Background: an optimization exercise with open tools, aiming at small area. Do not read the settings as production practice.
Where RTL was checked, it was by simulation tests only, not by an equivalence proof against the original.

## MX_MAC_hybrid_BPE
module MX_MAC_hybrid_BPE #(
	parameter M_out_width = 16
)
(
	input  logic        clk_i,
	input  logic        rstn,
	input  logic [7:0]  a_mant0,
	input  logic [7:0]  a_mant1,
	input  logic [7:0]  a_mant2,
	input  logic [7:0]  a_mant3,
	input  logic [7:0]  b_mant0,
	input  logic [7:0]  b_mant1,
	input  logic [7:0]  b_mant2,
	input  logic [7:0]  b_mant3,
	input  logic [9:0]  a_exp_in0,
	input  logic [9:0]  a_exp_in1,
	input  logic [9:0]  a_exp_in2,
	input  logic [9:0]  a_exp_in3,
	input  logic [9:0]  b_exp_in0,
	input  logic [9:0]  b_exp_in1,
	input  logic [9:0]  b_exp_in2,
	input  logic [9:0]  b_exp_in3,
	input  logic [3:0]  a_sign_in0,
	input  logic [3:0]  a_sign_in1,
	input  logic [3:0]  a_sign_in2,
	input  logic [3:0]  a_sign_in3,
	input  logic [3:0]  b_sign_in0,
	input  logic [3:0]  b_sign_in1,
	input  logic [3:0]  b_sign_in2,
	input  logic [3:0]  b_sign_in3,
	input  logic [1:0]  prec_mode,
	input  logic [1:0]  FP_mode,
	input  logic [7:0]  shared_exp_added,
	input  logic        A_valid,
	input  logic        B_valid,
	output logic [M_out_width-1:0] MAC_mant_out,
	output logic [7:0] MAC_exp_out,
	output logic MAC_sign_out
);
logic [15:0] accum_mant;
logic [7:0]  accum_exp;
logic        accum_sign;
logic [15:0] out_mant;
logic [7:0]  out_exp;
logic        out_sign;
logic        keep_mant;
mac_core core0 (.a_mant0(a_mant0), .a_mant1(a_mant1), .a_mant2(a_mant2), .a_mant3(a_mant3),
	.b_mant0(b_mant0), .b_mant1(b_mant1), .b_mant2(b_mant2), .b_mant3(b_mant3),
  ...
Settings: LEC_CHECK=0, ABC_AREA=1, CAP_MARGIN=20, CORE_MARGIN=2, CORE_UTILIZATION=40, SLEW_MARGIN=20; clock period 30.0 ns.
standard.sh (not shown) runs the stock make flow with config.mk's settings and CLKGATE_MAP_FILE= SYNTH_SCRIPT=/design/flow/synth_recipe.tcl, a recipe that flattens the netlist after the stock synthesis.
==> flow/flow/run.sh <==
#!/bin/bash
# Standard layout, with the port buffers made from the smallest buffer cell.
cp standard.sh standard.sh.txt
export BUFFER_PORTS_ARGS="-buffer_cell sky130_fd_sc_hd__buf_1"
bash standard.sh > standard.log 2>&1
Change:
==> flow/run.sh (new file) <==
#!/bin/bash
# synth_recipe.tcl (not shown) runs the flow's synth.tcl, then flattens the netlist and writes it again
# the make line also repeats each setting of config.mk as NAME=value (left out here)
make -C /OpenROAD-flow-scripts/flow DESIGN_CONFIG=/design/flow/config.mk WORK_HOME=/design/flow/orfs CLKGATE_MAP_FILE= SYNTH_SCRIPT=/design/flow/synth_recipe.tcl finish
removed: flow/flow/run.sh
removed: flow/standard.sh
The changed run produced a clean layout.
Wire length rises slightly.
Non-clock buffer count increases by 3.
Cell area rose by a few percent.
Die area is unchanged.
Core utilization rose by 1.8 points.


MX_MAC_hybrid_BPE, a different RTL version from the one above (not shown whole).
Size: about 3300 cells after synthesis, about 220 I/O pins, ~0.021 mm2 of cells after synthesis.
clock: 30.0 ns
lec_check: 0
abc_area: 1
cap_margin: 20
core_margin: 2
core_utilization: 40
slew_margin: 20
==> flow/flow/run.sh <==
#!/bin/bash
# Standard layout (standard.sh) with these changes to how it is made:
#  - ABC's area script replaced by flow/abc_area.script (choice computation
#    and area-oriented mapping); synthesis is otherwise unchanged;
#  - no full/half-adder cell extraction before ABC (ADDER_MAP_FILE empty);
#  - port buffers made from the smallest buffer cell.
set -e
rm -rf scripts_mod
cp -r "$FLOW_HOME/scripts" scripts_mod
cp flow/abc_area.script scripts_mod/abc_area.script
export SCRIPTS_DIR="$PWD/scripts_mod"
export ADDER_MAP_FILE=
export BUFFER_PORTS_ARGS="-buffer_cell sky130_fd_sc_hd__buf_1"
bash standard.sh > standard.log 2>&1
==> flow/flow/abc_area.script <==
strash
&get -n
&dch -f
&nf -R 1000 -p
&st
&dch -f
&nf -R 1000 -p
&put
topo
stime -c
buffer -c
upsize -c
dnsize -c
The baseline finished clean.
Next try:
--- a/flow/flow/run.sh
+++ b/flow/flow/run.sh
@@ -1,6 +1,7 @@
 #!/bin/bash
 # Standard layout (standard.sh) with these changes to how it is made:
-#  - ABC's area script replaced by flow/abc_area.script (choice computation
-#    and area-oriented mapping); synthesis is otherwise unchanged;
+#  - ABC's area script replaced by flow/abc_area.script (AIG optimisation
+#    with &deepsyn, choice computation and area-oriented mapping);
+#    synthesis is otherwise unchanged;
 #  - no full/half-adder cell extraction before ABC (ADDER_MAP_FILE empty);
 #  - port buffers made from the smallest buffer cell.
==> flow/flow/abc_area.script (replaced) <==
strash
&get -n
&deepsyn -T 90
&dch -f
&nf -R 1000 -p
&st
&dch -f
&nf -R 1000 -p
&put
topo
stime -c
buffer -c
upsize -c
dnsize -c
Result: The new run went through all stages and came out clean; count of clock-buffer cells in the layout is unchanged; utilization goes up by 2.6 points; register-to-register slack gets worse by 1.8 ns; die area decreases by 3.9%; final area grows by 1.4%; wire length came out lower by 2.1%; critical path depth increases by 28.
No functional check of the RTL was part of any run of this note.

-- static timing again, ports no longer ideal --
The flow's constraints put no driver on any port. The routed layouts listed below were extracted and timed again, unchanged, in two steps.
Step 1 assumes that a clkbuf_16 drives the clock port and a buf_2 every other input.
Step 2 adds t to the input delays and takes it off the output delays; t is the mean of the earliest and latest rising clock arrival at the registers after step 1. Input paths then give back, and output paths get back, about the clock's delay inside the block.
Three values: ideal, step 1, step 2; two values: the first two.
run | t (ns) | slack for setup (ns) | hold slack, ns
the first run of note 1 | 0.293 | 3.744 / 3.757 / 3.464 | 0.545 / 0.545 / 0.545
the second run of note 1 | 0.295 | 3.271 / 3.269 / 2.973 | 0.534 / 0.534 / 0.534
the first run of note 2 | 0.284 | 1.901 / 1.909 / 1.625 | 0.558 / 0.558 / 0.558
the second run of note 2 | 0.296 | 1.235 / 1.239 / 0.943 | 0.628 / 0.628 / 0.628
After both steps setup and hold are still met in every run listed. For the second run of note 1, which loses most, drivers alone change the setup slack by -0.002 ns; drivers and shift together by -0.298 ns.
